From an optimization exercise on the open Yosys and OpenROAD flow, aimed at small area, a short achievable clock period and few clock cycles per item; shortcuts taken in it are not production practice.
At most, simulation tests tie the RTL to the original design; equivalence was not proved.
For run 7, only the layout was checked, not whether the RTL still works.
Power is estimated from default activity; no workload was simulated.

### config.mk
export PLATFORM = sky130hd
export DESIGN_NAME = seq_gcd
export DESIGN_NICKNAME = seq_gcd
export VERILOG_FILES = /design/flow/design.v
export SDC_FILE = /design/flow/constraint.sdc
export NUM_CORES = 4
export LEC_CHECK = 0
export ABC_AREA = 1
export CAP_MARGIN = 20
export CORE_MARGIN = 2
export CORE_UTILIZATION = 40
export SLEW_MARGIN = 20
### constraint.sdc
create_clock -name core_clock -period 70.0 [get_ports {clk}]
set_input_delay 14.0000 -clock core_clock [delete_from_list [all_inputs] [get_ports {clk}]]
set_output_delay 14.0000 -clock core_clock [all_outputs]
set_load 0.01 [all_outputs]
### design.v
`default_nettype none
module seq_gcd (
	clk,
	rst_n,
	la_write_a,
	la_write_b,
	a_i,
	b_i,
	gcd_o,
	rdata,
	ready
);
	input wire clk;
	input wire rst_n;
	input wire [31:0] la_write_a;
	input wire [31:0] la_write_b;
	input wire [31:0] a_i;
	input wire [31:0] b_i;
	output wire [31:0] gcd_o;
	output wire [31:0] rdata;
	output reg ready;
	parameter NSTEP = 3;    
	reg [31:0] a_q;
	reg [31:0] b_q;
	reg [4:0] k_q;
	reg busy;
	wire la_load = (&la_write_a) & (&la_write_b);
	wire load = ~busy & la_load;
	wire [31:0] sa [0:NSTEP];
	wire [31:0] sb [0:NSTEP];
	wire [4:0] sk [0:NSTEP];
	assign sa[0] = a_q;
	assign sb[0] = b_q;
	assign sk[0] = k_q;
	genvar i, l, j;
	generate
		for (i = 0; i < NSTEP; i = i + 1) begin : step
			wire [31:0] a = sa[i];
			wire [31:0] b = sb[i];
			wire [4:0] k = sk[i];
			wire bz = ~|b;
			wire kz = ~|k;
			wire c_put = bz & ~kz;             
			wire c_two = ~bz & ~a[0] & ~b[0];  
			wire c_aev = ~a[0] & b[0];         
			wire c_sub = a[0] & b[0];          
			wire [31:0] p0 = ~(a ^ b);
			wire [31:0] G [0:5];
			wire [31:0] P [0:5];
			assign G[0] = b & ~a;
			assign P[0] = p0;
			for (l = 0; l < 5; l = l + 1) begin : lv
				for (j = 0; j < 32; j = j + 1) begin : bt
					if (j & (1 << l)) begin : op
						localparam integer q = ((j >> l) << l) - 1;
						assign G[l+1][j] = G[l][j] | (P[l][j] & G[l][q]);
						assign P[l+1][j] = P[l][j] & P[l][q];
					end else begin : pass
						assign G[l+1][j] = G[l][j];
						assign P[l+1][j] = P[l][j];
					end
				end
			end
			wire [31:0] Gf = G[5];
			wire [31:0] Pf = P[5];
			wire ge = Gf[31] | Pf[31];
			wire [31:0] c1 = {Gf[30:0] | Pf[30:0], 1'b1};
			wire [31:0] c0n = {~Gf[30:0], 1'b1};
			wire [31:0] ad = p0 ^ (ge ? c1 : c0n);
			wire [31:0] xv = b[0] ? ad : b;
			wire [2:0] y = b[0] ? (a[2:0] ^ b[2:0]) : b[2:0];
			wire [1:0] sh = c_two ? 2'd1 :
			                y[0] ? 2'd0 :
			                y[1] ? 2'd1 :
			                y[2] ? 2'd2 :
			                2'd3;
			wire [31:0] s0 = xv;
			wire [31:0] s1 = sh[0] ? s0 >> 1 : s0;
			wire [31:0] s2 = sh[1] ? s1 >> 2 : s1;
			assign sb[i+1] = s2;
			assign sa[i+1] = c_put ? a << 1 :
			                 c_two ? a >> 1 :
			                 (c_aev | (c_sub & ~ge)) ? b : a;
			assign sk[i+1] = c_put ? k - 5'd1 : c_two ? k + 5'd1 : k;
		end
	endgenerate
	always @(posedge clk) begin
		if (load) begin
			a_q <= a_i;
			b_q <= b_i;
			k_q <= 5'd0;
		end else begin
			a_q <= sa[NSTEP];
			b_q <= sb[NSTEP];
			k_q <= sk[NSTEP];
		end
	end
	wire fin = ~|sb[NSTEP] & ~|sk[NSTEP];
	always @(posedge clk or negedge rst_n) begin
		if (~rst_n) begin
			busy <= 1'b0;
			ready <= 1'b0;
		end else begin
			if (load) begin
				busy <= 1'b1;
				ready <= 1'b0;
			end else if (busy & fin) begin
				busy <= 1'b0;
				ready <= 1'b1;
			end
		end
	end
	assign gcd_o = a_q;
	assign rdata = 32'd0;
endmodule
`default_nettype wire
### flow/run.sh
#!/bin/bash
# Layout: the standard flow (standard synthesis unchanged), with the
# resizer's setup repair asked to leave MARGIN ns of slack on the design's
# own constraints, so that it sizes and buffers the datapath for speed.
set -euo pipefail
MARGIN=$(cat flow/margin.txt)
bash standard.sh SETUP_SLACK_MARGIN=$MARGIN finish > standard_flow.log 2>&1
### flow/margin.txt
55
### standard.sh
#!/bin/bash
# synth_recipe.tcl (not shown) runs the flow's synth.tcl, then flattens the netlist and writes it again
# the make line also repeats each setting of config.mk as NAME=value (left out here)
make -C /OpenROAD-flow-scripts/flow DESIGN_CONFIG=/design/flow/config.mk WORK_HOME=/design/flow/orfs CLKGATE_MAP_FILE= SYNTH_SCRIPT=/design/flow/synth_recipe.tcl "${@:-finish}"
==> impl_metrics.py, run 1 <==
metrics = {
    "clocking": {
        "clockRootBuffer": "clkbuf_16",
        "cts_buffers": 9,
        "htreeDepth": 3,
        "clk_pin_slew_worst_paths_ns": 0.06,
        "cts_buffer_depth": 2,
        "cts_tree": "done",
        "clock_sinks": 71,
        "clk_latency_ns": 0.35,
    },
    "global_route": {
        "antenna_found_initial": 1,
        "grtUsageTotal_pct": 33.6,
        "grt_max_degree": 69,
        "grt_pass1_vias": 18900,
        "grt_pass1_wl_um": 113000,
        "grt-ovfl-total": 0,
    },
    "drt": {
        "postRouteAntennaNets": 0,
        "postRouteWirelength_um": 77100,
        "drt-pass1-iter-count": 10,
        "drc": 0,
        "drtIter0Drc": 2654,
        "via_per_inst": 5.80,
        "vias": 21200,
        "wire_per_inst_um": 21.0,
    },
    "floorplanning": {
        "ios": 195,
        "die_width_um": 207,
        "rows": 74,
        "die_area_um2": 42900,
        "initial_utilization_pct": 40.5,
        "core_um2": 40700,
        "die_y_um": 207,
    },
    "critical_path": {
        "cp_max_fo": 5,
        "cp-end-kind": "flip-flop",
        "crit_type": "in2reg",
        "critPathArrivalTime_ns": 15.62,
        "crit_required_ns": 70.23,
        "cp-start-kind": "input pin",
    },
    "layout": {
        "stdcell_area_um2": 19300,
        "n_antenna_cell": 0,
        "drive_gt1_share_pct": 10.1,
        "syn_to_final_growth_pct": 17.2,
        "fillers": 4473,
        "nets": 3367,
    },
    "synth": {
        "netlist-cell-type-count": 61,
        "yosys_register_bits": 71,
        "synthFlopType": "dfxtp_1",
        "seq_area_frac_synth_pct": 8.68,
        "yosysTopAreaCellShare_pct": 21.5,
        "ys.warnings.count": 1,
        "synthTopCellsByArea": "nand2_1 21%, nand3_1 11%, ha_1 8.5%",
        "synth_largest_area_cell": "nand2_1",
        "yosys.cell_count.top_type": "nand2_1",
        "synthTopCellsByCount": "944 x nand2_1, 373 x nand3_1, 353 x inv_1",
        "async_reset_ff_share_pct": 2.82,
        "synth_edf_count": 0,
        "synth.avg_cell_area_um2": 5.44,
        "netlist_instances": 3034,
        "synth_area_um2": 16500,
    },
    "placed_design": {
        "place_area_um2": 18200,
        "hpwlAfterDp_um": 60700,
        "io_buffers": 162,
        "gp_congestion": 1.04,
        "place_ws_ns": 53.47,
    },
    "power": {
        "power_density_nw_per_um2": 4.81,
        "p_leak_nw": 10.3,
        "p_sw_uw": 23.4,
        "power_frac_seq_pct": 42.7,
        "ir_worst_vdd_mv": 0.00895,
        "swShare_pct": 25.1,
        "combPwrFrac_pct": 8.8,
        "p_int_uw": 69.6,
        "clkPwrFrac_pct": 48.5,
    },
    "timing": {
        "setup_violations": 0,
        "hold_violations": 0,
        "min_period_ns": 15.39,
        "skew_ns": 0.00805,
        "finalCritPeriodShare_pct": 22.0,
        "tns_ns": 0,
        "worst_slew_pin_slew_ns": 1.01,
        "relSlewSlack_pct": 32.1,
        "rsz0062_at_grt": "true",
        "timing.final.ws_setup_ns": 54.61,
        "fmax_mhz": 65.0,
        "slew_violations": 0,
    },
    "flow_run": {
        "drv_cap": 0,
    },
    "min_path": {
        "hp-class": "reg2reg",
    },
    "run_status": {
        "status": "no timing/DRC/antenna violations",
    },
}
flip-flops by register name, summed over array words and instances, names as in the netlist:
signal and cells:
a_q 32, k_q 5, busy 1, ready 1, b_q 32
final cells by class:
cell class                 count  area (µm²)  area share (%)
tap                          532         666            3.44
timing repair inverter         1        16.3          0.0841
inverter                     370        1420            7.36
timing repair buffer         221        2270            11.7
clock buffer                   9         225            1.17
multi-input combinational   2451       13200            68.1
sequential                    71        1510            7.81
clock inverter                 7        62.6           0.324
power groups by stage:
| stage | combinational, mW | clock, mW | sequential (mW) |
|---|---|---|---|
| after detailed placement | 0.00896 | 0 | 0.0413 |
| after CTS | 0.00800 | 0.0453 | 0.0398 |
| final | 0.00820 | 0.0451 | 0.0397 |
| after global routing | 0.00847 | 0.0470 | 0.0397 |
| after floorplan | 0.00232 | 0 | 0.0413 |
| after global placement | 0.00896 | 0 | 0.0413 |
cells by family (layout without fill, tap and decap cells):
kind of cell    Yosys count  in the layout  share of synthesized area [%]
simple gates           1619           1621                           42.8
compound gates          610            610                           21.4
buf+inv                 545            608                           14.3
fa+ha+maj               112            112                           8.50
flops                    71             71                           8.68
xor+xnor                 51             51                           2.71
mux                      25             25                           1.67
other cells               1             32                         0.0227
worst max-delay path: stages:
cell	delay, ns
clkdlybuf4s15_1	0.18
nand4_1	0.09
nor4_1	0.22
nand2_1	0.15
nor2_1	0.16
nand2_2	0.09
clkinv_4	0.10
buf_12	0.11
buf_12	0.09
buf_16	0.12
mux2_4	0.29
layer usage:
metal  GRT usage [%]  part of all wire [%]  vias to the layer above
met5               0                     0                        -
met4            14.5                   4.8                        0
met3            3.99                   9.3                      160
met2            53.0                    44                     1125
met1            46.0                    42                     9779
li1                -                     -                    10200
stage by stage:
step | hold slack, ns | utilization (%) | power (mW) | instances
after global placement | 0.455 | 44.8 | 0.0503 | 3613
after global routing | 0.505 | 47.4 | 0.0952 | 3662
after detailed placement | 0.482 | 44.8 | 0.0503 | 3613
after CTS | 0.495 | 46.7 | 0.0931 | 3652
final | 0.485 | 47.4 | 0.0930 | 3662
after floorplan | 0.463 | - | 0.0436 | 3065
layout by cell type (no fill, tap or decap), drive strengths merged, types with 20 or more instances in the layout:
| master | count |
|---|---|
| a21oi | 161 |
| buf | 79 |
| clkbuf | 26 |
| clkdlybuf4s15 | 37 |
| clkdlybuf4s50 | 65 |
| conb | 32 |
| dfxtp | 69 |
| dlygate4sd2 | 23 |
| ha | 112 |
| inv | 368 |
| mux2 | 20 |
| nand2 | 964 |
| nand3 | 399 |
| nand4 | 30 |
| nor2 | 166 |
| nor3 | 24 |
| o211ai | 67 |
| o21a | 25 |
| o21ai | 279 |
| xor2 | 42 |
timing repair:
item	4_1_cts	5_1_grt
pin swaps	34	6
gates resized for setup	324	60
gates cloned	9	9
hold buffers	0	0
endpoints found under the setup margin	104	82
setup buffers	14	1
final timing paths:
path	to	slack, ns	from	depth (start not counted)
max	a_q[27]	54.61	la_write_b[29]	11
max in group asynchronous	busy	56.07	rst_n	1
min reg2reg	ready	0.48	ready	2
min	ready	0.48	ready	2
min in group asynchronous	busy	13.82	rst_n	1
max reg2reg	busy	55.83	b_q[0]	78
Testbench counts, summed over its fixed seeds: cycles 28,796, items 3,200.
==> run 2, diff against run 1 <==
==> flow/margin.txt (replaced) <==
54
==> impl_metrics.py, run 2 <==
metrics = {
    "min_path": {
        "min_to": "ready",
        "hp-start": "ready",
        "hp-class": "reg2reg",
        "hold_depth": 2,
    },
    "global_route": {
        "antenna_found_initial": 1,
        "grtUsageTotal_pct": 32.5,
        "grt_pass1_wl_um": 110000,
        "grt_pass1_vias": 18700,
        "grt_max_degree": 69,
        "grt-ovfl-total": 0,
    },
    "clocking": {
        "postCtsHoldBufs": 0,
        "cts_buffers": 9,
        "cts_tree": "done",
        "clk_pin_slew_worst_paths_ns": 0.06,
        "clockRootBuffer": "clkbuf_16",
        "cts_buffer_depth": 2,
        "clk_latency_ns": 0.33,
        "clock_sinks": 71,
        "htreeDepth": 3,
    },
    "run_status": {
        "status": "no timing/DRC/antenna violations",
    },
    "drt": {
        "drt-pass1-iter-count": 6,
        "drtIter0Drc": 2456,
        "postRouteWirelength_um": 73900,
        "wire_per_inst_um": 20.3,
        "via_per_inst": 5.74,
        "postRouteAntennaNets": 0,
        "vias": 20900,
        "drc": 0,
    },
    "critical_path": {
        "cp_max_fo": 52,
        "ff2ff_path_depth": 77,
        "r2r_start": "b_q[0]",
        "cp_cell_sequence": "clkdlybuf4s50_1 > nand4_1 > nor4_1 > nand2_1 > nor2_1 > nand2_1 > clkinv_4 > buf_12 > mux2_2",
        "crit_type": "in2reg",
        "critPathArrivalTime_ns": 16.04,
        "r2r_slack_ns": 55.18,
        "crit_required_ns": 70.21,
        "worst_path_most_repeated_cell": "nand2_1",
        "cp-start-kind": "input pin",
        "cp-end-kind": "flip-flop",
        "slowest_delay_ns": 0.46,
        "r2r_end": "busy",
        "critPathSlowestCell": "clkdlybuf4s50_1",
    },
    "timing": {
        "tns_ns": 0,
        "setup_violations": 0,
        "relSlewSlack_pct": 21.0,
        "skew_ns": 0.00800,
        "rsz0062_at_grt": "true",
        "finalCritPeriodShare_pct": 22.6,
        "timing.final.ws_setup_ns": 54.18,
        "hold_violations": 0,
        "min_period_ns": 15.82,
        "fmax_mhz": 63.2,
        "worst_slew_pin_slew_ns": 1.17,
        "slew_violations": 0,
    },
    "layout": {
        "syn_to_final_growth_pct": 12.6,
        "n_antenna_cell": 0,
        "drive_gt1_share_pct": 5.45,
        "nets": 3337,
        "final_cell_mix": "944 x nand2_1, 372 x nand3_1, 349 x inv_1",
        "final_common_cell": "nand2_1",
        "largestRegisters": "a_q x32, b_q x32, k_q x5",
    },
    "synth": {
        "synthFlopType": "dfxtp_1",
        "netlist_instances": 3034,
        "async_reset_ff_share_pct": 2.82,
        "yosys_register_bits": 71,
        "synthTopCellsByArea": "nand2_1 21%, nand3_1 11%, ha_1 8.5%",
        "netlist-cell-type-count": 61,
        "synth_area_um2": 16500,
        "ys.warnings.count": 1,
        "synth.avg_cell_area_um2": 5.44,
        "synthTopCellsByCount": "944 x nand2_1, 373 x nand3_1, 353 x inv_1",
        "yosysTopAreaCellShare_pct": 21.5,
        "synth_edf_count": 0,
        "synth_largest_area_cell": "nand2_1",
        "yosys.cell_count.top_type": "nand2_1",
        "seq_area_frac_synth_pct": 8.68,
    },
    "floorplanning": {
        "rows": 74,
        "die_width_um": 207,
        "core_um2": 40700,
        "die_y_um": 207,
        "ios": 195,
        "initial_utilization_pct": 40.5,
        "die_area_um2": 42900,
    },
    "placed_design": {
        "gp_congestion": 1.03,
        "place_ws_ns": 53.35,
        "io_buffers": 162,
        "hpwlAfterDp_um": 60300,
    },
    "flow_run": {
        "drv_cap": 0,
    },
    "power": {
        "power_density_nw_per_um2": 5.31,
        "ir_worst_vdd_mv": 0.00992,
        "p_leak_nw": 9.78,
    },
}
## run 2: cell counts after synthesis
Identical to the previous run, type by type.
## run 2: layout make-up
cell class / instances / area (µm²)
Timing Repair Buffer: 192 / 1870
Tap cell: 532 / 666
Timing Repair inverter: 1 / 5.00
Multi-Input combinational cell: 2450 / 12900
Clock buffer: 11 / 233
Fill cell: 4557 / 22200
Clock inverter: 5 / 82.6
Inverter: 370 / 1410
Sequential cell: 71 / 1430
## run 2: power by group
part / internal (mW) / switching (mW)
sequential: 0.0404 / 0
combinational: 0.00641 / 0.00248
clock: 0.0313 / 0.0179
## run 2: repair_timing
| item | in CTS | in global routing |
|---|---|---|
| setup endpoints to repair | 34 | 69 |
| pin swaps | 0 | 1 |
| gates cloned | 0 | 2 |
| buffers inserted | 0 | 3 |
| resized for setup | 5 | 12 |
## run 2: kinds of logic (layout without fill, tap and decap cells)
kind of cell / after synthesis / in the layout / share of synthesized area (%)
xor gates and xnor gates: 51 / 51 / 2.71
and+or+nand+nor: 1619 / 1619 / 42.8
other: 1 / 32 / 0.0227
AOI/OAI and AO/OA: 610 / 611 / 21.4
DFF: 71 / 71 / 8.68
muxes: 25 / 25 / 1.67
buffers and inverters: 545 / 579 / 14.3
adders and majority gates: 112 / 112 / 8.50
## run 2: metal layers
metal  vias to the layer above  part of all wire (%)  track usage, %
met2                       991                    44            52.3
met5                         -                 0.011               0
met1                      9620                    43            43.6
li1                      10100                     -               -
met3                       137                   8.3            4.15
met4                         2                   4.6            13.7
## run 2: how the worst max path moves through the flow
| stage | startpoint | endpoint | cells after the start |
|---|---|---|---|
| final | la_write_a[20] | a_q[12] | 9 |
| after global routing | b_q[0] | busy | 80 |
| after CTS | la_write_b[22] | a_q[6] | 10 |
| after detailed placement | la_write_a[20] | a_q[12] | 9 |
| after global placement | la_write_b[22] | a_q[11] | 9 |
| after floorplan | la_write_a[22] | a_q[15] | 8 |
## run 2: metrics by stage
step / area, µm² / total power [mW] / hold WS (ns) / std cells / util [%]
3_5_place_dp: 18200 / 0.0501 / 0.478 / 3611 / 44.6
3_3_place_gp: 18200 / 0.0502 / 0.469 / 3611 / 44.6
6_report: 18600 / 0.0986 / 0.495 / 3632 / 45.6
2_1_floorplan: 16600 / 0.0436 / 0.463 / 3065 / -
4_1_cts: 18500 / 0.0988 / 0.495 / 3627 / 45.4
5_1_grt: 18600 / 0.101 / 0.533 / 3632 / 45.6
## run 2: worst max-delay path, delay by kind of cell
family / cells / cell delay (ns)
and+or+nand+nor: 5 / 0.84
muxes: 1 / 0.36
buffers and inverters: 3 / 0.80
==> run 3, diff against run 2 <==
--- a/design.v
+++ b/design.v
@@ -45,24 +45,123 @@
 			wire c_aev = ~a[0] & b[0];         
 			wire c_sub = a[0] & b[0];          
 			wire [31:0] p0 = ~(a ^ b);
-			wire [31:0] G [0:5];
-			wire [31:0] P [0:5];
-			assign G[0] = b & ~a;
-			assign P[0] = p0;
-			for (l = 0; l < 5; l = l + 1) begin : lv
-				for (j = 0; j < 32; j = j + 1) begin : bt
-					if (j & (1 << l)) begin : op
-						localparam integer q = ((j >> l) << l) - 1;
-						assign G[l+1][j] = G[l][j] | (P[l][j] & G[l][q]);
-						assign P[l+1][j] = P[l][j] & P[l][q];
-					end else begin : pass
-						assign G[l+1][j] = G[l][j];
-						assign P[l+1][j] = P[l][j];
-					end
-				end
-			end
-			wire [31:0] Gf = G[5];
-			wire [31:0] Pf = P[5];
+			wire [31:0] g0 = b & ~a;
+			wire gn0 = g0[1] | (p0[1] & g0[0]);
+			wire pn0 = p0[1] & p0[0];
+			wire gn1 = g0[3] | (p0[3] & g0[2]);
+			wire pn1 = p0[3] & p0[2];
+			wire gn2 = g0[5] | (p0[5] & g0[4]);
+			wire pn2 = p0[5] & p0[4];
+			wire gn3 = g0[7] | (p0[7] & g0[6]);
+			wire pn3 = p0[7] & p0[6];
+			wire gn4 = g0[9] | (p0[9] & g0[8]);
+			wire pn4 = p0[9] & p0[8];
+			wire gn5 = g0[11] | (p0[11] & g0[10]);
+			wire pn5 = p0[11] & p0[10];
+			wire gn6 = g0[13] | (p0[13] & g0[12]);
+			wire pn6 = p0[13] & p0[12];
+			wire gn7 = g0[15] | (p0[15] & g0[14]);
+			wire pn7 = p0[15] & p0[14];
+			wire gn8 = g0[17] | (p0[17] & g0[16]);
+			wire pn8 = p0[17] & p0[16];
+			wire gn9 = g0[19] | (p0[19] & g0[18]);
+			wire pn9 = p0[19] & p0[18];
+			wire gn10 = g0[21] | (p0[21] & g0[20]);
+			wire pn10 = p0[21] & p0[20];
+			wire gn11 = g0[23] | (p0[23] & g0[22]);
+			wire pn11 = p0[23] & p0[22];
+			wire gn12 = g0[25] | (p0[25] & g0[24]);
+			wire pn12 = p0[25] & p0[24];
+			wire gn13 = g0[27] | (p0[27] & g0[26]);
+			wire pn13 = p0[27] & p0[26];
+			wire gn14 = g0[29] | (p0[29] & g0[28]);
+			wire pn14 = p0[29] & p0[28];
+			wire gn15 = g0[31] | (p0[31] & g0[30]);
+			wire pn15 = p0[31] & p0[30];
+			wire gn16 = gn1 | (pn1 & gn0);
+			wire pn16 = pn1 & pn0;
+			wire gn17 = gn3 | (pn3 & gn2);
+			wire pn17 = pn3 & pn2;
+			wire gn18 = gn5 | (pn5 & gn4);
+			wire pn18 = pn5 & pn4;
+			wire gn19 = gn7 | (pn7 & gn6);
+			wire pn19 = pn7 & pn6;
+			wire gn20 = gn9 | (pn9 & gn8);
+			wire pn20 = pn9 & pn8;
+			wire gn21 = gn11 | (pn11 & gn10);
+			wire pn21 = pn11 & pn10;
+			wire gn22 = gn13 | (pn13 & gn12);
+			wire pn22 = pn13 & pn12;
+			wire gn23 = gn15 | (pn15 & gn14);
+			wire pn23 = pn15 & pn14;
+			wire gn24 = gn17 | (pn17 & gn16);
+			wire pn24 = pn17 & pn16;
+			wire gn25 = gn19 | (pn19 & gn18);
+			wire pn25 = pn19 & pn18;
+			wire gn26 = gn21 | (pn21 & gn20);
+			wire pn26 = pn21 & pn20;
+			wire gn27 = gn23 | (pn23 & gn22);
+			wire pn27 = pn23 & pn22;
+			wire gn28 = gn25 | (pn25 & gn24);
+			wire pn28 = pn25 & pn24;
+			wire gn29 = gn27 | (pn27 & gn26);
+			wire pn29 = pn27 & pn26;
+			wire gn30 = gn29 | (pn29 & gn28);
+			wire pn30 = pn29 & pn28;
+			wire gn31 = gn26 | (pn26 & gn28);
+			wire pn31 = pn26 & pn28;
+			wire gn32 = gn18 | (pn18 & gn24);
+			wire pn32 = pn18 & pn24;
+			wire gn33 = gn20 | (pn20 & gn28);
+			wire pn33 = pn20 & pn28;
+			wire gn34 = gn22 | (pn22 & gn31);
+			wire pn34 = pn22 & pn31;
+			wire gn35 = gn2 | (pn2 & gn16);
+			wire pn35 = pn2 & pn16;
+			wire gn36 = gn4 | (pn4 & gn24);
+			wire pn36 = pn4 & pn24;
+			wire gn37 = gn6 | (pn6 & gn32);
+			wire pn37 = pn6 & pn32;
+			wire gn38 = gn8 | (pn8 & gn28);
+			wire pn38 = pn8 & pn28;
+			wire gn39 = gn10 | (pn10 & gn33);
+			wire pn39 = pn10 & pn33;
+			wire gn40 = gn12 | (pn12 & gn31);
+			wire pn40 = pn12 & pn31;
+			wire gn41 = gn14 | (pn14 & gn34);
+			wire pn41 = pn14 & pn34;
+			wire gn42 = g0[2] | (p0[2] & gn0);
+			wire pn42 = p0[2] & pn0;
+			wire gn43 = g0[4] | (p0[4] & gn16);
+			wire pn43 = p0[4] & pn16;
+			wire gn44 = g0[6] | (p0[6] & gn35);
+			wire pn44 = p0[6] & pn35;
+			wire gn45 = g0[8] | (p0[8] & gn24);
+			wire pn45 = p0[8] & pn24;
+			wire gn46 = g0[10] | (p0[10] & gn36);
+			wire pn46 = p0[10] & pn36;
+			wire gn47 = g0[12] | (p0[12] & gn32);
+			wire pn47 = p0[12] & pn32;
+			wire gn48 = g0[14] | (p0[14] & gn37);
+			wire pn48 = p0[14] & pn37;
+			wire gn49 = g0[16] | (p0[16] & gn28);
+			wire pn49 = p0[16] & pn28;
+			wire gn50 = g0[18] | (p0[18] & gn38);
+			wire pn50 = p0[18] & pn38;
+			wire gn51 = g0[20] | (p0[20] & gn33);
+			wire pn51 = p0[20] & pn33;
+			wire gn52 = g0[22] | (p0[22] & gn39);
+			wire pn52 = p0[22] & pn39;
+			wire gn53 = g0[24] | (p0[24] & gn31);
+			wire pn53 = p0[24] & pn31;
+			wire gn54 = g0[26] | (p0[26] & gn40);
+			wire pn54 = p0[26] & pn40;
+			wire gn55 = g0[28] | (p0[28] & gn34);
+			wire pn55 = p0[28] & pn34;
+			wire gn56 = g0[30] | (p0[30] & gn41);
+			wire pn56 = p0[30] & pn41;
+			wire [31:0] Gf = {gn30, gn56, gn41, gn55, gn34, gn54, gn40, gn53, gn31, gn52, gn39, gn51, gn33, gn50, gn38, gn49, gn28, gn48, gn37, gn47, gn32, gn46, gn36, gn45, gn24, gn44, gn35, gn43, gn16, gn42, gn0, g0[0]};
+			wire [31:0] Pf = {pn30, pn56, pn41, pn55, pn34, pn54, pn40, pn53, pn31, pn52, pn39, pn51, pn33, pn50, pn38, pn49, pn28, pn48, pn37, pn47, pn32, pn46, pn36, pn45, pn24, pn44, pn35, pn43, pn16, pn42, pn0, p0[0]};
 			wire ge = Gf[31] | Pf[31];
 			wire [31:0] c1 = {Gf[30:0] | Pf[30:0], 1'b1};
 			wire [31:0] c0n = {~Gf[30:0], 1'b1};
==> impl_metrics.py, run 3 <==
metrics = {
    "power": {
        "ir_worst_vdd_mv": 0.00916,
        "power_density_nw_per_um2": 5.35,
        "p_leak_nw": 9.43,
        "finalPower_uw": 96.6,
    },
    "clocking": {
        "cts_tree": "done",
        "cts_buffer_depth": 2,
        "clockRootBuffer": "clkbuf_16",
        "cts_buffers": 9,
        "htreeDepth": 3,
        "clk_pin_slew_worst_paths_ns": 0.08,
        "clock_sinks": 71,
        "postCtsHoldBufs": 0,
        "clk_latency_ns": 0.36,
    },
    "synth": {
        "synth_edf_count": 0,
        "ys.warnings.count": 1,
        "synthTopCellsByArea": "nand2_1 19%, o21ai_0 11%, nand3_1 11%",
        "synth_largest_area_cell": "nand2_1",
        "seq_area_frac_synth_pct": 8.93,
        "async_reset_ff_share_pct": 2.82,
        "synthFlopType": "dfxtp_1",
        "yosys.cell_count.top_type": "nand2_1",
        "yosysTopAreaCellShare_pct": 19.4,
        "synth.avg_cell_area_um2": 5.43,
        "yosys_register_bits": 71,
        "synth_area_um2": 16000,
        "synthTopCellsByCount": "830 x nand2_1, 371 x inv_1, 360 x o21ai_0",
        "netlist_instances": 2951,
        "netlist-cell-type-count": 61,
    },
    "floorplanning": {
        "initial_utilization_pct": 40.4,
        "die_y_um": 204,
        "die_area_um2": 41700,
        "rows": 73,
        "die_width_um": 204,
        "ios": 195,
        "core_um2": 39600,
    },
    "global_route": {
        "grt_pass1_wl_um": 106000,
        "grt-ovfl-total": 0,
        "grtUsageTotal_pct": 33.0,
        "antenna_found_initial": 2,
        "grt_max_degree": 71,
        "grt_pass1_vias": 18100,
    },
    "drt": {
        "highest_layer": "met5",
        "wl_met3_um": 6410,
        "met1_length_um": 31000,
        "drt-pass1-iter-count": 6,
        "vias": 20100,
        "drtIter0Drc": 2108,
        "drc": 0,
        "via_per_inst": 5.69,
        "postRouteWirelength_um": 70300,
        "wl_met2_um": 30900,
        "postRouteAntennaNets": 0,
        "wire_per_inst_um": 19.9,
    },
    "flow_run": {
        "drv_cap": 0,
    },
    "timing": {
        "setup_violations": 0,
        "timing.final.ws_setup_ns": 54.14,
        "worst_slew_pin_slew_ns": 1.15,
        "finalCritPeriodShare_pct": 22.7,
        "skew_ns": 0.0197,
        "rsz0062_at_grt": "false",
        "tns_ns": 0,
        "slew_violations": 0,
        "relSlewSlack_pct": 23.3,
        "fmax_mhz": 63.0,
        "min_period_ns": 15.86,
        "hold_violations": 0,
        "holdWs_ns": 0.490,
    },
    "critical_path": {
        "cp-start-kind": "input pin",
        "crit_type": "in2reg",
        "cp_max_fo": 47,
        "critPathArrivalTime_ns": 16.12,
        "crit_required_ns": 70.26,
        "cp-end-kind": "flip-flop",
    },
    "run_status": {
        "status": "no timing/DRC/antenna violations",
    },
    "layout": {
        "largestRegisters": "a_q x32, b_q x32, k_q x5",
        "nets": 3249,
        "final_cell_mix": "829 x nand2_1, 370 x inv_1, 360 x o21ai_0",
        "drive_gt1_share_pct": 4.35,
        "final_common_cell": "nand2_1",
        "syn_to_final_growth_pct": 12.6,
    },
    "min_path": {
        "hp-class": "reg2reg",
    },
    "placed_design": {
        "place_ws_ns": 53.20,
        "gp_congestion": 0.971,
        "io_buffers": 162,
        "hpwlAfterDp_um": 56700,
    },
}
-- run 3: cell types whose count changed in the layout (fill, tap and decap cells not counted), sizes merged, moves of 6 or more --
cell,change
nand2,-111
o21ai,+100
nand3,-36
inv,+31
nor2,-27
o21a,-20
mux2,-17
o211ai,+17
xor2,+14
a31oi,-10
xnor2,+10
o221ai,-8
clkinv,-6
or2,-6
-- run 3: worst max-delay path: stages --
cell,delay [ns]
clkdlybuf4s50_1,0.46
nand4_1,0.10
nor4_2,0.36
nand2_1,0.15
nor4_4,0.15
nand2_2,0.09
buf_12,0.19
clkinvlp_4,0.11
buf_12,0.16
mux2_2,0.34
-- run 3: through the flow --
step                util [%]  instance area, µm²  cells
global route            45.5               18000   3536
global placement        44.6               17700   3518
finish                  45.5               18100   3537
CTS                     45.4               18000   3534
floorplan                  -               16100   2982
detailed placement      44.6               17700   3518
-- run 3: metal layers --
metal / vias up / track usage, %
met5: - / 0
met4: 2 / 9.19
met3: 125 / 4.59
met2: 910 / 52.1
met1: 9277 / 46.4
li1: 9806 / -
-- run 3: cell type report --
| class | count | area [µm²] |
|---|---|---|
| well taps | 525 | 657 |
| multi-input cells | 2341 | 12300 |
| diodes | 1 | 2.50 |
| inverters | 393 | 1480 |
| flip-flops and latches | 71 | 1430 |
| fillers | 4311 | 21600 |
| clock inverters | 7 | 61.3 |
| repair buffers | 190 | 1880 |
| clock buffers | 9 | 225 |
-- run 3: repair_timing --
item                       4_1_cts  5_1_grt
gates cloned                     0        1
setup buffers                    0        1
pin swaps                        1        3
gates resized for setup          6        6
setup endpoints to repair       51       40
-- run 3: logic make-up after synthesis --
group | count (synthesis) | synth area share (%)
flops | 71 | 8.93
mux | 5 | 0.336
compound gates | 683 | 23.9
fa+ha+maj | 113 | 8.82
simple gates | 1433 | 38.7
xor+xnor | 75 | 4.10
other cells | 1 | 0.0234
buf+inv | 570 | 15.2
-- run 3: final timing paths --
check	start	end	slack, ns	cells past startpoint
min in group asynchronous	rst_n	busy	13.80	1
setup reg to reg	b_q[0]	ready	55.46	60
hold reg to reg	ready	ready	0.49	2
max in group asynchronous	rst_n	ready	56.07	1
hold / removal	ready	ready	0.49	2
setup / recovery	la_write_b[30]	b_q[31]	54.14	10
-- run 3: power breakdown --
| group | internal, mW | total [mW] | switching [mW] |
|---|---|---|---|
| logic | 0.00640 | 0.00934 | 0.00293 |
| clock network | 0.0248 | 0.0468 | 0.0220 |
| registers | 0.0404 | 0.0404 | 0 |
| total | 0.0716 | 0.0966 | 0.0250 |
Testbench counts of run 3, summed over its fixed seeds: cycles 28,796, items 3,200.
==> run 4, diff against run 3 <==
==> flow/run.sh (replaced) <==
#!/bin/bash
set -euo pipefail
MARGIN=$(cat flow/margin.txt)
bash standard.sh SETUP_SLACK_MARGIN=$MARGIN \
  "BUFFER_PORTS_ARGS=-buffer_cell sky130_fd_sc_hd__buf_1" finish > standard_flow.log 2>&1
==> flow/margin.txt (replaced) <==
54.6
==> impl_metrics.py, run 4 <==
metrics = {
    "layout": {
        "syn_to_final_growth_pct": 8.17,
        "final_cell_mix": "827 x nand2_1, 369 x inv_1, 358 x nand3_1",
        "largestRegisters": "a_q x32, b_q x32, k_q x5",
        "stdcell_area_um2": 17300,
        "layoutNonFillerInstCount": 3542,
        "drive_gt1_share_pct": 5.37,
        "final_common_cell": "nand2_1",
        "n_antenna_cell": 0,
        "final_util_pct": 43.7,
        "nets": 3256,
    },
    "synth": {
        "seq_area_frac_synth_pct": 8.93,
        "netlist-cell-type-count": 61,
        "synth_largest_area_cell": "nand2_1",
        "synth_area_um2": 16000,
        "synthFlopType": "dfxtp_1",
        "async_reset_ff_share_pct": 2.82,
        "yosys_register_bits": 71,
        "yosysTopAreaCellShare_pct": 19.4,
        "synthTopCellsByCount": "830 x nand2_1, 371 x inv_1, 360 x o21ai_0",
        "netlist_instances": 2951,
        "synth_edf_count": 0,
        "synth.avg_cell_area_um2": 5.43,
        "ys.warnings.count": 1,
        "yosys.cell_count.top_type": "nand2_1",
        "synthTopCellsByArea": "nand2_1 19%, o21ai_0 11%, nand3_1 11%",
    },
    "floorplanning": {
        "ios": 195,
        "die_y_um": 204,
        "die_area_um2": 41700,
        "die_width_um": 204,
        "rows": 73,
        "core_um2": 39600,
        "initial_utilization_pct": 40.4,
    },
    "timing": {
        "setup_violations": 0,
        "timing.final.ws_setup_ns": 54.60,
        "tns_ns": 0,
        "skew_ns": 0.00527,
        "fmax_mhz": 64.9,
        "worst_slew_pin_slew_ns": 1.11,
        "min_period_ns": 15.40,
        "slew_violations": 0,
        "finalCritPeriodShare_pct": 22.0,
        "relSlewSlack_pct": 25.0,
        "rsz0062_at_grt": "true",
        "holdWs_ns": 0.483,
        "hold_violations": 0,
    },
    "clocking": {
        "htreeDepth": 3,
        "cts_tree": "done",
        "clk_latency_ns": 0.34,
        "clockRootBuffer": "clkbuf_16",
        "clk_pin_slew_worst_paths_ns": 0.06,
        "clock_sinks": 71,
        "cts_buffers": 9,
        "postCtsHoldBufs": 0,
        "cts_buffer_depth": 2,
    },
    "critical_path": {
        "r2r_slack_ns": 56.11,
        "critPathArrivalTime_ns": 15.66,
        "crit_required_ns": 70.26,
        "cp-end-kind": "flip-flop",
        "cp_max_fo": 9,
        "cp-start-kind": "input pin",
        "crit_type": "in2reg",
    },
    "power": {
        "ir_worst_vdd_mv": 0.00906,
        "clkPwrFrac_pct": 52.2,
        "combPwrFrac_pct": 5.5,
        "power_frac_seq_pct": 42.3,
        "p_sw_uw": 22.5,
        "p_int_uw": 73.1,
        "power_density_nw_per_um2": 5.51,
        "finalPower_uw": 95.6,
        "p_leak_nw": 9.13,
        "swShare_pct": 23.5,
    },
    "drt": {
        "drc": 0,
        "drt-pass1-iter-count": 9,
        "postRouteWirelength_um": 68200,
        "vias": 20400,
        "drtIter0Drc": 2474,
        "via_per_inst": 5.77,
        "wire_per_inst_um": 19.3,
        "postRouteAntennaNets": 0,
    },
    "global_route": {
        "grt-ovfl-total": 0,
        "grt_max_degree": 68,
        "grt_pass1_wl_um": 103000,
        "grt_pass1_vias": 18100,
        "antenna_found_initial": 0,
        "grtUsageTotal_pct": 31.5,
    },
    "placed_design": {
        "gp_congestion": 0.986,
        "io_buffers": 162,
        "dp.cells": 3516,
        "hpwlAfterDp_um": 53800,
        "place_ws_ns": 53.69,
        "place_area_um2": 16600,
    },
    "flow_run": {
        "drv_cap": 0,
    },
    "run_status": {
        "status": "no timing/DRC/antenna violations",
    },
    "min_path": {
        "hp-class": "reg2reg",
    },
}
[run 4: changes by cell type in the layout (fill, tap and decap cells not counted), sizes merged]
cell / change
buf: +161
bufinv: +2
clkbuf: +7
clkdlybuf4s50: -162
clkinv: +3
clkinvlp: -1
diode: -1
inv: -5
nand3: +1
[run 4: timing repair]
item,CTS,global route
gates cloned,3,5
setup buffers,1,2
endpoints found under the hold margin,0,0
endpoints found under the setup margin,71,68
resized for setup,14,55
pin swaps,0,9
[run 4: critical path, stage by stage]
cell and delay [ns]:
clkbuf_2 0.09, nand4_1 0.13, nor4_2 0.32, nand2_1 0.09, nor4_2 0.30, nand2_2 0.12
clkbuf_16 0.19, clkinv_8 0.08, clkbuf_16 0.17, nand2_1 0.07, o21ai_1 0.09
[run 4: path summary, 6_finish.rpt]
check                                    start  endpoint  cells after the start
min in group asynchronous                rst_n     ready                      1
worst max register to register         a_q[17]     ready                     66
worst min register to register           ready     ready                      2
max in group asynchronous                rst_n      busy                      1
worst min-delay path                     ready     ready                      2
worst max-delay path            la_write_b[21]    a_q[9]                     11
[run 4: cells by family after synthesis]
logic type	synth area share (%)
muxes	0.336
buffers and inverters	15.2
other	0.0234
xor gates and xnor gates	4.10
AOI/OAI and AO/OA	23.9
adders and majority gates	8.82
and+or+nand+nor	38.7
DFF	8.93
[run 4: area by class of cell]
cell class                      instances  area, µm²
Clock buffer                            9        225
Clock inverter                          6       86.3
Fill cell                            4447      22300
Inverter                              393       1500
Multi-Input combinational cell       2342      12400
Sequential cell                        71       1430
Tap cell                              525        657
Timing Repair Buffer                  196       1040
[run 4: routing by layer]
| metal | GRT usage [%] | up-vias | part of all wire, % |
|---|---|---|---|
| li1 | - | 9809 | - |
| met1 | 45.8 | 9409 | 44 |
| met2 | 47.1 | 1086 | 41 |
| met3 | 4.82 | 124 | 11 |
| met4 | 9.73 | 0 | 3.4 |
| met5 | 0 | - | 0 |
[run 4: power groups by stage]
stage / clock [mW] / sequential (mW) / combinational (mW)
global route: 0.0517 / 0.0404 / 0.00553
detailed placement: 0 / 0.0413 / 0.00493
finish: 0.0499 / 0.0404 / 0.00527
global placement: 0 / 0.0413 / 0.00503
CTS: 0.0497 / 0.0404 / 0.00498
floorplan: 0 / 0.0413 / 0.00226
==> run 5, diff against run 4 <==
==> flow/margin.txt (replaced) <==
54
==> impl_metrics.py, run 5 <==
metrics = {
    "critical_path": {
        "cp_max_fo": 36,
        "cp-end-kind": "flip-flop",
        "crit_type": "in2reg",
        "r2r_end": "ready",
        "r2r_slack_ns": 55.67,
        "cp-start-kind": "input pin",
        "r2r_start": "b_q[0]",
        "ff2ff_path_depth": 61,
        "critPathArrivalTime_ns": 16.06,
        "crit_required_ns": 70.26,
    },
    "global_route": {
        "antenna_found_initial": 5,
        "grt_pass1_wl_um": 102000,
        "grt-ovfl-total": 0,
        "grt_max_degree": 70,
        "grt_pass1_vias": 17800,
        "grtUsageTotal_pct": 31.6,
    },
    "floorplanning": {
        "rows": 73,
        "die_area_um2": 41700,
        "die_y_um": 204,
        "initial_utilization_pct": 40.4,
        "die_width_um": 204,
        "ios": 195,
        "core_um2": 39600,
    },
    "drt": {
        "postRouteAntennaNets": 0,
        "drc": 0,
        "postRouteWirelength_um": 68300,
        "via_per_inst": 5.68,
        "wire_per_inst_um": 19.3,
        "vias": 20100,
        "drt-pass1-iter-count": 8,
        "drtIter0Drc": 2368,
    },
    "power": {
        "ir_worst_vdd_mv": 0.00922,
        "finalPower_uw": 92.2,
        "swShare_pct": 24.3,
        "clkPwrFrac_pct": 50.9,
        "power_density_nw_per_um2": 5.43,
        "p_leak_nw": 8.99,
        "power_frac_seq_pct": 43.8,
        "combPwrFrac_pct": 5.3,
        "p_sw_uw": 22.5,
        "p_int_uw": 69.8,
    },
    "synth": {
        "synthTopCellsByArea": "nand2_1 19%, o21ai_0 11%, nand3_1 11%",
        "synth_edf_count": 0,
        "yosys.cell_count.top_type": "nand2_1",
        "synthTopCellsByCount": "830 x nand2_1, 371 x inv_1, 360 x o21ai_0",
        "yosysTopAreaCellShare_pct": 19.4,
        "netlist_instances": 2951,
        "netlist-cell-type-count": 61,
        "seq_area_frac_synth_pct": 8.93,
        "synth.avg_cell_area_um2": 5.43,
        "yosys_register_bits": 71,
        "synth_area_um2": 16000,
        "synthFlopType": "dfxtp_1",
        "async_reset_ff_share_pct": 2.82,
        "synth_largest_area_cell": "nand2_1",
        "ys.warnings.count": 1,
    },
    "timing": {
        "finalCritPeriodShare_pct": 22.6,
        "slew_violations": 0,
        "worst_slew_pin_slew_ns": 1.14,
        "timing.final.ws_setup_ns": 54.19,
        "fmax_mhz": 63.3,
        "setup_violations": 0,
        "rsz0062_at_grt": "false",
        "tns_ns": 0,
        "skew_ns": 0.00862,
        "relSlewSlack_pct": 22.9,
        "min_period_ns": 15.81,
        "hold_violations": 0,
        "holdWs_ns": 0.504,
    },
    "clocking": {
        "clockRootBuffer": "clkbuf_16",
        "clk_latency_ns": 0.35,
        "cts_tree": "done",
        "clock_sinks": 71,
        "clk_pin_slew_worst_paths_ns": 0.06,
        "htreeDepth": 3,
        "cts_buffers": 9,
        "cts_buffer_depth": 2,
    },
    "layout": {
        "final_cell_mix": "830 x nand2_1, 371 x inv_1, 359 x o21ai_0",
        "syn_to_final_growth_pct": 6.06,
        "largestRegisters": "a_q x32, b_q x32, k_q x5",
        "drive_gt1_share_pct": 4.28,
        "fillers": 4513,
        "nets": 3249,
        "final_common_cell": "nand2_1",
        "stdcell_area_um2": 17000,
        "final_util_pct": 42.9,
        "layoutNonFillerInstCount": 3539,
    },
    "placed_design": {
        "gp_congestion": 0.970,
        "io_buffers": 162,
        "place_ws_ns": 53.82,
        "place_area_um2": 16600,
        "hpwlAfterDp_um": 55600,
        "dp.cells": 3513,
    },
    "flow_run": {
        "drv_cap": 0,
    },
    "min_path": {
        "hp-class": "reg2reg",
        "hold_depth": 2,
        "hp-start": "ready",
        "min_to": "ready",
    },
    "run_status": {
        "status": "no timing/DRC/antenna violations",
    },
}
## run 5: how the worst max path moves through the flow
stage              startpoint      end  slack (ns)  cells past startpoint
6_report       la_write_b[22]  a_q[30]       54.19                     10
5_1_grt        la_write_b[30]  a_q[15]       54.04                     10
4_1_cts        la_write_b[22]  a_q[30]       54.17                     10
3_5_place_dp   la_write_b[22]  a_q[30]       53.82                     10
3_3_place_gp    la_write_b[6]  a_q[31]       53.91                     10
2_1_floorplan   la_write_b[6]  a_q[10]       54.45                     10
## run 5: kinds of logic after synthesis
kind of cell	count (synthesis)	synth area share, %
other cells	1	0.0234
flops	71	8.93
fa+ha+maj	113	8.82
mux	5	0.336
xor+xnor	75	4.10
compound gates	683	23.9
simple gates	1433	38.7
buf+inv	570	15.2
## run 5: repair_timing
item	CTS	global route
setup buffers	0	3
endpoints found under the setup margin	0	65
resized for setup	0	5
hold buffers	0	0
## run 5: layer usage
metal	vias up	GRT usage (%)	routed length [µm]
li1	9808	-	-
met1	9220	45.9	31000
met2	979	47.7	28300
met3	112	4.34	6630
met4	0	10.4	2410
met5	-	0	0
## run 5: critical path: stages
cell and delay, ns:
buf_1 0.15, nand4_1 0.11, nor4_1 0.31, nand2_1 0.10, nor4_2 0.31, nand2_2 0.27
inv_1 0.18, buf_4 0.39, nand2_1 0.10, o21ai_0 0.11
## run 5: final cells by class
cell class                      count  area [µm²]  area share [%]
Multi-Input combinational cell   2343       12300            72.4
Inverter                          393        1480            8.72
Sequential cell                    71        1430            8.42
Timing Repair Buffer              187         803            4.73
Tap cell                          525         657            3.86
Clock buffer                        9         225            1.32
Clock inverter                      7        72.6           0.427
Antenna cell                        3        7.51          0.0442
Timing Repair inverter              1        5.00          0.0294
## run 5: power by group through the flow
stage / Combinational [mW] / Clock, mW / Sequential [mW]
5_1_grt: 0.00521 / 0.0489 / 0.0404
6_report: 0.00486 / 0.0470 / 0.0404
2_1_floorplan: 0.00226 / 0 / 0.0413
4_1_cts: 0.00476 / 0.0469 / 0.0404
3_5_place_dp: 0.00473 / 0 / 0.0413
3_3_place_gp: 0.00482 / 0 / 0.0413
==> run 6, diff against run 5 <==
==> flow/margin.txt (replaced) <==
54.6
--- a/config.mk
+++ b/config.mk
@@ -6,7 +6,7 @@
 export NUM_CORES = 4
 export LEC_CHECK = 0
 export ABC_AREA = 1
-export CAP_MARGIN = 20
+export CAP_MARGIN = 0
 export CORE_MARGIN = 2
 export CORE_UTILIZATION = 40
-export SLEW_MARGIN = 20
+export SLEW_MARGIN = 0
==> impl_metrics.py, run 6 <==
metrics = {
    "floorplanning": {
        "die_area_um2": 41700,
        "ios": 195,
        "die_width_um": 204,
        "core_um2": 39600,
        "die_y_um": 204,
        "rows": 73,
        "initial_utilization_pct": 40.4,
    },
    "clocking": {
        "cts_tree": "done",
        "htreeDepth": 3,
        "cts_buffer_depth": 2,
        "postCtsHoldBufs": 0,
        "clock_sinks": 71,
        "clk_pin_slew_worst_paths_ns": 0.06,
        "clockRootBuffer": "clkbuf_16",
        "clk_latency_ns": 0.34,
        "cts_buffers": 9,
    },
    "synth": {
        "yosys_register_bits": 71,
        "synth.avg_cell_area_um2": 5.43,
        "synth_edf_count": 0,
        "netlist_instances": 2951,
        "seq_area_frac_synth_pct": 8.93,
        "netlist-cell-type-count": 61,
        "synth_area_um2": 16000,
        "synthFlopType": "dfxtp_1",
        "synthTopCellsByArea": "nand2_1 19%, o21ai_0 11%, nand3_1 11%",
        "yosysTopAreaCellShare_pct": 19.4,
        "async_reset_ff_share_pct": 2.82,
        "ys.warnings.count": 1,
        "synth_largest_area_cell": "nand2_1",
        "synthTopCellsByCount": "830 x nand2_1, 371 x inv_1, 360 x o21ai_0",
        "yosys.cell_count.top_type": "nand2_1",
    },
    "layout": {
        "n_antenna_cell": 0,
        "drive_gt1_share_pct": 5.37,
        "final_common_cell": "nand2_1",
        "largestRegisters": "a_q x32, b_q x32, k_q x5",
        "nets": 3256,
        "final_cell_mix": "827 x nand2_1, 369 x inv_1, 358 x nand3_1",
        "final_util_pct": 43.7,
        "fillers": 4447,
        "syn_to_final_growth_pct": 8.17,
    },
    "timing": {
        "slew_violations": 0,
        "min_period_ns": 15.40,
        "tns_ns": 0,
        "relSlewSlack_pct": 25.0,
        "setup_violations": 0,
        "skew_ns": 0.00527,
        "hold_violations": 0,
        "finalCritPeriodShare_pct": 22.0,
        "worst_slew_pin_slew_ns": 1.11,
        "fmax_mhz": 64.9,
        "rsz0062_at_grt": "true",
    },
    "flow_run": {
        "drv_cap": 0,
    },
    "run_status": {
        "status": "no timing/DRC/antenna violations",
    },
    "placed_design": {
        "io_buffers": 162,
        "gp_congestion": 0.986,
        "hpwlAfterDp_um": 53800,
    },
    "global_route": {
        "grt-ovfl-total": 0,
        "antenna_found_initial": 0,
        "grtUsageTotal_pct": 31.5,
        "grt_max_degree": 68,
        "grt_pass1_vias": 18100,
        "grt_pass1_wl_um": 103000,
    },
    "drt": {
        "vias": 20400,
        "via_per_inst": 5.77,
        "drt-pass1-iter-count": 9,
        "postRouteWirelength_um": 68200,
        "drtIter0Drc": 2474,
        "drc": 0,
        "wire_per_inst_um": 19.3,
        "postRouteAntennaNets": 0,
    },
    "critical_path": {
        "cp_max_fo": 9,
        "slowest_delay_ns": 0.32,
        "critPathSlowestCell": "nor4_2",
        "cp-end-kind": "flip-flop",
        "cp-start-kind": "input pin",
        "worst-path-buf-inv": 4,
        "critPathArrivalTime_ns": 15.66,
        "cp_cell_sequence": "clkbuf_2 > nand4_1 > nor4_2 > nand2_1 > nor4_2 > nand2_2 > clkbuf_16 > clkinv_8 > clkbuf_16 > nand2_1 > o21ai_1",
        "crit_required_ns": 70.26,
        "crit_type": "in2reg",
        "path_delay_family": "simple AND/OR/NAND/NOR gates",
    },
    "power": {
        "p_leak_nw": 9.13,
        "power_density_nw_per_um2": 5.51,
        "ir_worst_vdd_mv": 0.00906,
    },
    "min_path": {
        "hp-class": "reg2reg",
    },
}
[run 6: timing repair]
action / in CTS / in global routing
endpoints found under the setup margin: 71 / 68
buffers inserted: 1 / 2
pin swaps: 0 / 9
gates resized for setup: 14 / 55
cloned: 3 / 5
[run 6: metal layers]
layer | part of all wire, % | wire (µm) | up-vias | GRT usage, %
met5 | 0 | 0 | - | 0
met4 | 3.4 | 2330 | 0 | 9.73
met3 | 11 | 7570 | 124 | 4.82
met2 | 41 | 28000 | 1086 | 47.1
met1 | 44 | 30300 | 9409 | 45.8
li1 | - | - | 9809 | -
[run 6: final cells by class]
type	count	area, µm²	area share, %
clock buffers	9	225	1.30
clock inverters	6	86.3	0.498
inverters	393	1500	8.65
multi-input cells	2342	12400	71.5
flip-flops and latches	71	1430	8.26
well taps	525	657	3.79
repair buffers	196	1040	6.02
[run 6: kinds of logic (layout without fill, tap and decap cells)]
family | after synthesis | after routing | share of synthesized area [%]
adder cells (fa/ha/maj) | 113 | 113 | 8.82
multiplexers | 5 | 5 | 0.336
buffers and inverters | 570 | 604 | 15.2
AO/OA/AOI/OAI | 683 | 683 | 23.9
flip-flops | 71 | 71 | 8.93
AND/OR/NAND/NOR | 1433 | 1434 | 38.7
XOR/XNOR | 75 | 75 | 4.10
other | 1 | 32 | 0.0234
[run 6: worst reg2reg max path: cells and delay by family, from the launching register on]
| kind | cells | cell delay [ns] |
|---|---|---|
| compound gates | 28 | 6.84 |
| flops | 1 | 0.59 |
| simple gates | 21 | 2.66 |
| xor+xnor | 2 | 0.24 |
| buf+inv | 12 | 2.50 |
| fa+ha+maj | 3 | 0.98 |
[run 6: final timing paths]
path                                start  endpoint  slack (ns)  depth (start not counted)
max                        la_write_b[21]    a_q[9]       54.60                         11
min                                 ready     ready        0.48                          2
max reg2reg                       a_q[17]     ready       56.11                         66
min reg2reg                         ready     ready        0.48                          2
max in group asynchronous           rst_n      busy       56.44                          1
min in group asynchronous           rst_n     ready       13.43                          1
[run 6: per-stage QoR]
step	hold WS, ns	instances	total power, mW	worst slack, ns	cell area, µm²
floorplan	0.463	2982	0.0436	54.60	16200
global placement	0.465	3516	0.0463	53.76	16600
detailed placement	0.470	3516	0.0462	53.69	16600
CTS	0.485	3535	0.0951	54.62	17100
global route	0.529	3542	0.0976	54.51	17300
finish	0.483	3542	0.0956	54.60	17300
[run 6: power by group]
part           internal [mW]  switching [mW]
clock                 0.0310          0.0190
sequential            0.0404               0
combinational        0.00174         0.00353
==> run 7, diff against run 6 <==
--- a/design.v
+++ b/design.v
@@ -19,7 +19,7 @@
 	output wire [31:0] gcd_o;
 	output wire [31:0] rdata;
 	output reg ready;
-	parameter NSTEP = 3;    
+	parameter NSTEP = 4;    
 	reg [31:0] a_q;
 	reg [31:0] b_q;
 	reg [4:0] k_q;
--- a/config.mk
+++ b/config.mk
@@ -6,7 +6,9 @@
 export NUM_CORES = 4
 export LEC_CHECK = 0
 export ABC_AREA = 1
-export CAP_MARGIN = 0
+export CAP_MARGIN = 20
 export CORE_MARGIN = 2
 export CORE_UTILIZATION = 40
-export SLEW_MARGIN = 0
+export CTS_BUF_LIST = sky130_fd_sc_hd__clkbuf_4 sky130_fd_sc_hd__clkbuf_8
+export PLACE_DENSITY = 0.8
+export SLEW_MARGIN = 20
==> impl_metrics.py, run 7 <==
metrics = {
    "critical_path": {
        "crit_type": "in2reg",
        "crit_required_ns": 70.24,
        "cp_max_fo": 7,
        "crit_path_start": "la_write_b[10]",
        "cp-end-kind": "flip-flop",
        "critPathArrivalTime_ns": 15.82,
        "cp-start-kind": "input pin",
        "r2r_start": "a_q[14]",
    },
    "run_status": {
        "status": "no timing/DRC/antenna violations",
    },
    "clocking": {
        "postCtsHoldBufs": 0,
        "clk_latency_ns": 0.35,
        "clockRootBuffer": "clkbuf_8",
        "clk_pin_slew_worst_paths_ns": 0.08,
        "cts_tree": "done",
        "cts_buffer_depth": 2,
        "htreeDepth": 3,
        "cts_buffers": 9,
        "clock_sinks": 71,
    },
    "synth": {
        "synthTopCellsByCount": "1,141 x nand2_1, 434 x inv_1, 427 x nand3_1",
        "netlist-cell-type-count": 61,
        "async_reset_ff_share_pct": 2.82,
        "synth.avg_cell_area_um2": 5.33,
        "yosysTopAreaCellShare_pct": 21.2,
        "netlist_instances": 3787,
        "seq_area_frac_synth_pct": 7.10,
        "synthFlopType": "dfxtp_1",
        "synthTopCellsByArea": "nand2_1 21%, nand3_1 11%, o21ai_0 9.4%",
        "synth_edf_count": 0,
        "yosys.cell_count.top_type": "nand2_1",
        "yosys_register_bits": 71,
        "ys.warnings.count": 1,
        "synth_area_um2": 20200,
        "synth_largest_area_cell": "nand2_1",
    },
    "timing": {
        "setup_violations": 0,
        "worst_slew_pin_slew_ns": 1.37,
        "rsz0062_at_grt": "true",
        "finalCritPeriodShare_pct": 22.3,
        "tns_ns": 0,
        "min_period_ns": 15.58,
        "hold_violations": 0,
        "fmax_mhz": 64.2,
        "skew_ns": 0.00960,
        "slew_violations": 0,
        "relSlewSlack_pct": 8.61,
    },
    "layout": {
        "final_common_cell": "nand2_1",
        "final_cell_mix": "1,130 x nand2_1, 426 x inv_1, 422 x nand3_1",
        "multi_input_area_um2": 17200,
        "fillers": 5330,
        "n_antenna_cell": 0,
        "drive_gt1_share_pct": 9.57,
        "stdcell_area_um2": 22900,
        "largestRegisters": "a_q x32, b_q x32, k_q x5",
        "seq_area_um2": 1440,
        "final_util_pct": 45.9,
        "syn_to_final_growth_pct": 13.7,
        "layoutNonFillerInstCount": 4528,
        "nets": 4131,
    },
    "drt": {
        "wire_per_inst_um": 20.3,
        "drtIter0Drc": 4103,
        "postRouteWirelength_um": 92000,
        "drc": 0,
        "drt-pass1-iter-count": 10,
        "via_per_inst": 5.96,
        "postRouteAntennaNets": 0,
        "vias": 27000,
    },
    "floorplanning": {
        "initial_utilization_pct": 40.4,
        "die_y_um": 229,
        "die_width_um": 229,
        "ios": 195,
        "die_area_um2": 52200,
        "rows": 82,
        "core_um2": 50000,
    },
    "power": {
        "ir_worst_vdd_mv": 0.00714,
        "finalPower_uw": 78.3,
        "p_leak_nw": 11.8,
        "power_density_nw_per_um2": 3.41,
    },
    "global_route": {
        "grt_pass1_wl_um": 130000,
        "antenna_found_initial": 2,
        "grt_max_degree": 96,
        "grt_pass1_vias": 22300,
        "grtUsageTotal_pct": 31.6,
        "grt-ovfl-total": 0,
    },
    "min_path": {
        "hp-start": "ready",
        "hp-class": "reg2reg",
    },
    "placed_design": {
        "place_area_um2": 20900,
        "gp_congestion": 1.06,
        "io_buffers": 162,
        "dp.cells": 4464,
        "hpwlAfterDp_um": 70200,
    },
    "flow_run": {
        "drv_cap": 0,
    },
}
[run 7: cell types whose count changed in the layout (fill, tap and decap cells not counted), sizes merged, moves of 10 or more]
cell    previous run  this run
a211oi             4        17
a21oi            161       204
a221oi             0        10
buf              188       222
ha               113       150
inv              390       456
nand2            851      1170
nand3            364       433
nor2             139       208
o211ai            84        97
o21ai            380       454
o221ai             5        15
xor2              56        72
[run 7: cell families after synthesis]
| kind of cell | count (synthesis) | share of synthesized area, % |
|---|---|---|
| XOR/XNOR | 99 | 4.30 |
| buffers and inverters | 682 | 14.1 |
| multiplexers | 5 | 0.261 |
| flip-flops | 71 | 7.10 |
| AO/OA/AOI/OAI | 873 | 24.7 |
| AND/OR/NAND/NOR | 1906 | 40.2 |
| adder cells (fa/ha/maj) | 150 | 9.30 |
| other | 1 | 0.0186 |
[run 7: metal layers]
metal  track usage, %  share of wire (%)
met5                0              0.022
met3             5.60                 13
met4             18.3                7.3
met1             43.3                 39
met2             46.2                 41
[run 7: repair_timing]
item | 4_1_cts | 5_1_grt
endpoints found under the setup margin | 71 | 70
buffers inserted | 9 | 19
pin swaps | 20 | 50
gates cloned | 5 | 15
resized for setup | 113 | 255
[run 7: final timing paths]
path / end / slack, ns / depth (start not counted)
hold reg to reg: ready / 0.61 / 2
hold / removal: ready / 0.61 / 2
setup reg to reg: busy / 55.04 / 94
max in group asynchronous: ready / 56.37 / 1
min in group asynchronous: busy / 13.46 / 1
setup / recovery: b_q[3] / 54.42 / 11
[run 7: critical path, cell delays in order]
cell and delay, ns:
buf_1 0.06, nand4_1 0.11, nor4_2 0.30, nand4_1 0.20
nor4_4 0.27, nand2_2 0.15, buf_12 0.18, buf_16 0.15
buf_4 0.14, nor2_4 0.19, a21oi_4 0.05
[run 7: layout make-up]
cell class | count | share of cell area (%)
multi-input combinational | 3073 | 75.0
inverter | 465 | 7.92
sequential | 71 | 6.28
timing repair buffer | 229 | 6.10
tap | 672 | 3.67
clock buffer | 9 | 0.540
clock inverter | 7 | 0.349
timing repair inverter | 2 | 0.0928
[run 7: per-stage QoR]
stage,setup slack [ns],hold WS (ns)
floorplan,54.51,0.464
finish,54.42,0.614
global route,54.16,0.626
detailed placement,50.26,0.531
global placement,50.85,0.535
CTS,54.52,0.552
[run 7: where the power goes]
group	total [mW]	internal, mW	leakage [nW]	switching, mW
Sequential	0.0403	0.0403	0.581	0
Clock	0.0334	0.0168	0.0964	0.0166
Combinational	0.00454	0.00175	11.2	0.00278
==> run 8, diff against run 7 <==
--- a/design.v
+++ b/design.v
@@ -19,7 +19,7 @@
 	output wire [31:0] gcd_o;
 	output wire [31:0] rdata;
 	output reg ready;
-	parameter NSTEP = 4;    
+	parameter NSTEP = 3;    
 	reg [31:0] a_q;
 	reg [31:0] b_q;
 	reg [4:0] k_q;
==> flow/margin.txt (replaced) <==
54.9
==> impl_metrics.py, run 8 <==
metrics = {
    "clocking": {
        "cts_tree": "done",
        "cts_buffer_depth": 2,
        "cts_buffers": 9,
        "htreeDepth": 3,
        "clk_pin_slew_worst_paths_ns": 0.09,
        "clock_sinks": 71,
        "clockRootBuffer": "clkbuf_8",
        "clk_latency_ns": 0.37,
    },
    "synth": {
        "netlist-cell-type-count": 61,
        "ys.warnings.count": 1,
        "synthTopCellsByArea": "nand2_1 19%, o21ai_0 11%, nand3_1 11%",
        "netlist_instances": 2951,
        "seq_area_frac_synth_pct": 8.93,
        "yosys_register_bits": 71,
        "synth_edf_count": 0,
        "yosys.cell_count.top_type": "nand2_1",
        "async_reset_ff_share_pct": 2.82,
        "synth_largest_area_cell": "nand2_1",
        "synth_area_um2": 16000,
        "yosysTopAreaCellShare_pct": 19.4,
        "synth.avg_cell_area_um2": 5.43,
        "synthTopCellsByCount": "830 x nand2_1, 371 x inv_1, 360 x o21ai_0",
        "synthFlopType": "dfxtp_1",
    },
    "critical_path": {
        "slowest_delay_ns": 0.31,
        "critPathArrivalTime_ns": 15.59,
        "worst-path-buf-inv": 4,
        "path_delay_family": "simple AND/OR/NAND/NOR gates",
        "r2r_start": "b_q[0]",
        "cp-start-kind": "input pin",
        "crit_path_start": "la_write_b[10]",
        "critPathSlowestCell": "nor4_2",
        "cp-end-kind": "flip-flop",
        "crit_type": "in2reg",
        "worst_path_most_repeated_cell": "nor4_2",
        "cp_cell_sequence": "buf_1 > nand4_1 > nor4_2 > nand2_1 > nor4_2 > nand2_2 > clkbuf_16 > clkinvlp_4 > buf_6 > mux2_4",
        "crit_required_ns": 70.25,
        "cp_max_fo": 4,
    },
    "drt": {
        "drt-pass1-iter-count": 8,
        "via_per_inst": 5.71,
        "drc": 0,
        "postRouteWirelength_um": 59600,
        "postRouteAntennaNets": 0,
        "vias": 20300,
        "drtIter0Drc": 3033,
        "wire_per_inst_um": 16.8,
    },
    "global_route": {
        "grt_pass1_vias": 17200,
        "grt-ovfl-total": 0,
        "antenna_found_initial": 0,
        "grtUsageTotal_pct": 27.4,
        "grt_pass1_wl_um": 91200,
        "grt_max_degree": 71,
    },
    "timing": {
        "slew_violations": 0,
        "worst_slew_pin_slew_ns": 0.991,
        "rsz0062_at_grt": "true",
        "fmax_mhz": 65.2,
        "relSlewSlack_pct": 33.3,
        "min_period_ns": 15.34,
        "skew_ns": 0.0133,
        "hold_violations": 0,
        "setup_violations": 0,
        "tns_ns": 0,
        "finalCritPeriodShare_pct": 21.9,
    },
    "floorplanning": {
        "initial_utilization_pct": 40.4,
        "rows": 73,
        "die_area_um2": 41700,
        "die_width_um": 204,
        "ios": 195,
        "core_um2": 39600,
        "die_y_um": 204,
    },
    "layout": {
        "drive_gt1_share_pct": 6.25,
        "fillers": 4327,
        "largestRegisters": "a_q x32, b_q x32, k_q x5",
        "syn_to_final_growth_pct": 8.02,
        "final_cell_mix": "822 x nand2_1, 370 x inv_1, 358 x nand3_1",
        "final_common_cell": "nand2_1",
        "n_antenna_cell": 0,
        "nets": 3260,
    },
    "placed_design": {
        "hpwlAfterDp_um": 46900,
        "gp_congestion": 1.04,
        "io_buffers": 162,
    },
    "power": {
        "power_density_nw_per_um2": 4.89,
        "ir_worst_vdd_mv": 0.00666,
        "finalPower_uw": 84.7,
        "p_leak_nw": 9.13,
    },
    "flow_run": {
        "drv_cap": 0,
    },
    "min_path": {
        "hp-start": "ready",
        "hp-class": "reg2reg",
    },
    "run_status": {
        "status": "no timing/DRC/antenna violations",
    },
}
-- run 8: through the flow --
| stage | cell area (µm²) | cells | hold slack (ns) | setup WS, ns | util [%] |
|---|---|---|---|---|---|
| floorplan | 16200 | 2982 | 0.463 | 54.62 | - |
| global placement | 16600 | 3515 | 0.466 | 53.57 | 42.0 |
| detailed placement | 16600 | 3515 | 0.484 | 53.54 | 42.0 |
| CTS | 17200 | 3545 | 0.501 | 54.73 | 43.3 |
| global route | 17300 | 3547 | 0.537 | 54.59 | 43.7 |
| finish | 17300 | 3547 | 0.499 | 54.66 | 43.7 |
-- run 8: per-layer routing --
metal	track usage (%)	wire, µm	vias up
met5	0	0	-
met4	11.7	2950	0
met3	4.94	7800	172
met2	40.7	24400	1187
met1	38.4	24500	9067
li1	-	-	9830
-- run 8: repair_timing --
item	4_1_cts	5_1_grt
hold buffers	0	0
gates resized for setup	35	66
setup buffers	10	0
cloned	4	2
endpoints found under the setup margin	76	75
pin swaps	4	6
-- run 8: cells by family after synthesis --
kind of cell    Yosys count  synth area share, %
xor+xnor                 75                 4.10
compound gates          683                 23.9
mux                       5                0.336
simple gates           1433                 38.7
fa+ha+maj               113                 8.82
flops                    71                 8.93
buf+inv                 570                 15.2
other cells               1               0.0234
-- run 8: area by class of cell --
type	count	area, µm²	area share (%)
Tap cell	525	657	3.79
Timing Repair Buffer	201	1060	6.15
Multi-Input combinational cell	2341	12400	71.9
Sequential cell	71	1440	8.33
Clock buffer	11	139	0.802
Inverter	393	1480	8.56
Clock inverter	5	82.6	0.477
-- run 8: final timing paths --
kind                            to  slack [ns]  cells past startpoint
max                        b_q[30]       54.66                     10
min                          ready        0.50                      2
max reg2reg                  ready       55.88                     60
min reg2reg                  ready        0.50                      2
max in group asynchronous     busy       56.49                      1
min in group asynchronous    ready       13.39                      1
-- run 8: report_power, final --
group | leakage, nW | switching (mW) | internal (mW)
clock | 0.114 | 0.0181 | 0.0210
sequential | 0.582 | 0 | 0.0404
combinational | 8.44 | 0.00354 | 0.00172
-- run 8: worst register-to-register path: cells and delay by family, from the launching register on --
family / cells / cell delay [ns]
AOI/OAI and AO/OA: 26 / 6.12
xor gates and xnor gates: 1 / 0.14
adders and majority gates: 3 / 1.16
buffers and inverters: 11 / 3.19
DFF: 1 / 0.32
and+or+nand+nor: 19 / 3.10
Testbench counts of run 8, summed over its fixed seeds: cycles 28,796, items 3,200.

==> port drivers added, routing unchanged <==
Ports are ideal in the flow. The routed layouts listed here were re-timed in OpenROAD. Step 1 sets driving cells, clkbuf_16 on the clock port and buf_2 on the other inputs (assumed; they add their load-dependent delay and slew). Step 2, shift: input delay + t, output delay - t, t = (earliest + latest rising clock arrival at the registers) / 2. This alone moves slack from input paths to output paths. Three values: ideal ports, drivers, drivers and shift; two values: the first two.
run	t (ns)	setup WS [ns]	cell pins on the clock port's net
run 1	0.388	54.614 / 54.625 / 54.237	1
run 2	0.367	54.176 / 54.189 / 53.822	1
run 3	0.402	54.136 / 54.158 / 53.756	1
run 4	0.385	54.599 / 54.621 / 54.237	1
run 5	0.384	54.193 / 54.211 / 53.828	1
run 6	0.385	54.599 / 54.621 / 54.237	1
run 7	0.378	54.422 / 54.423 / 54.045	1
run 8	0.404	54.660 / 54.673 / 54.269	1
After both steps every run listed still meets setup and hold. For run 8, which loses most, drivers alone change the setup slack by +0.013 ns; drivers and shift together by -0.391 ns.
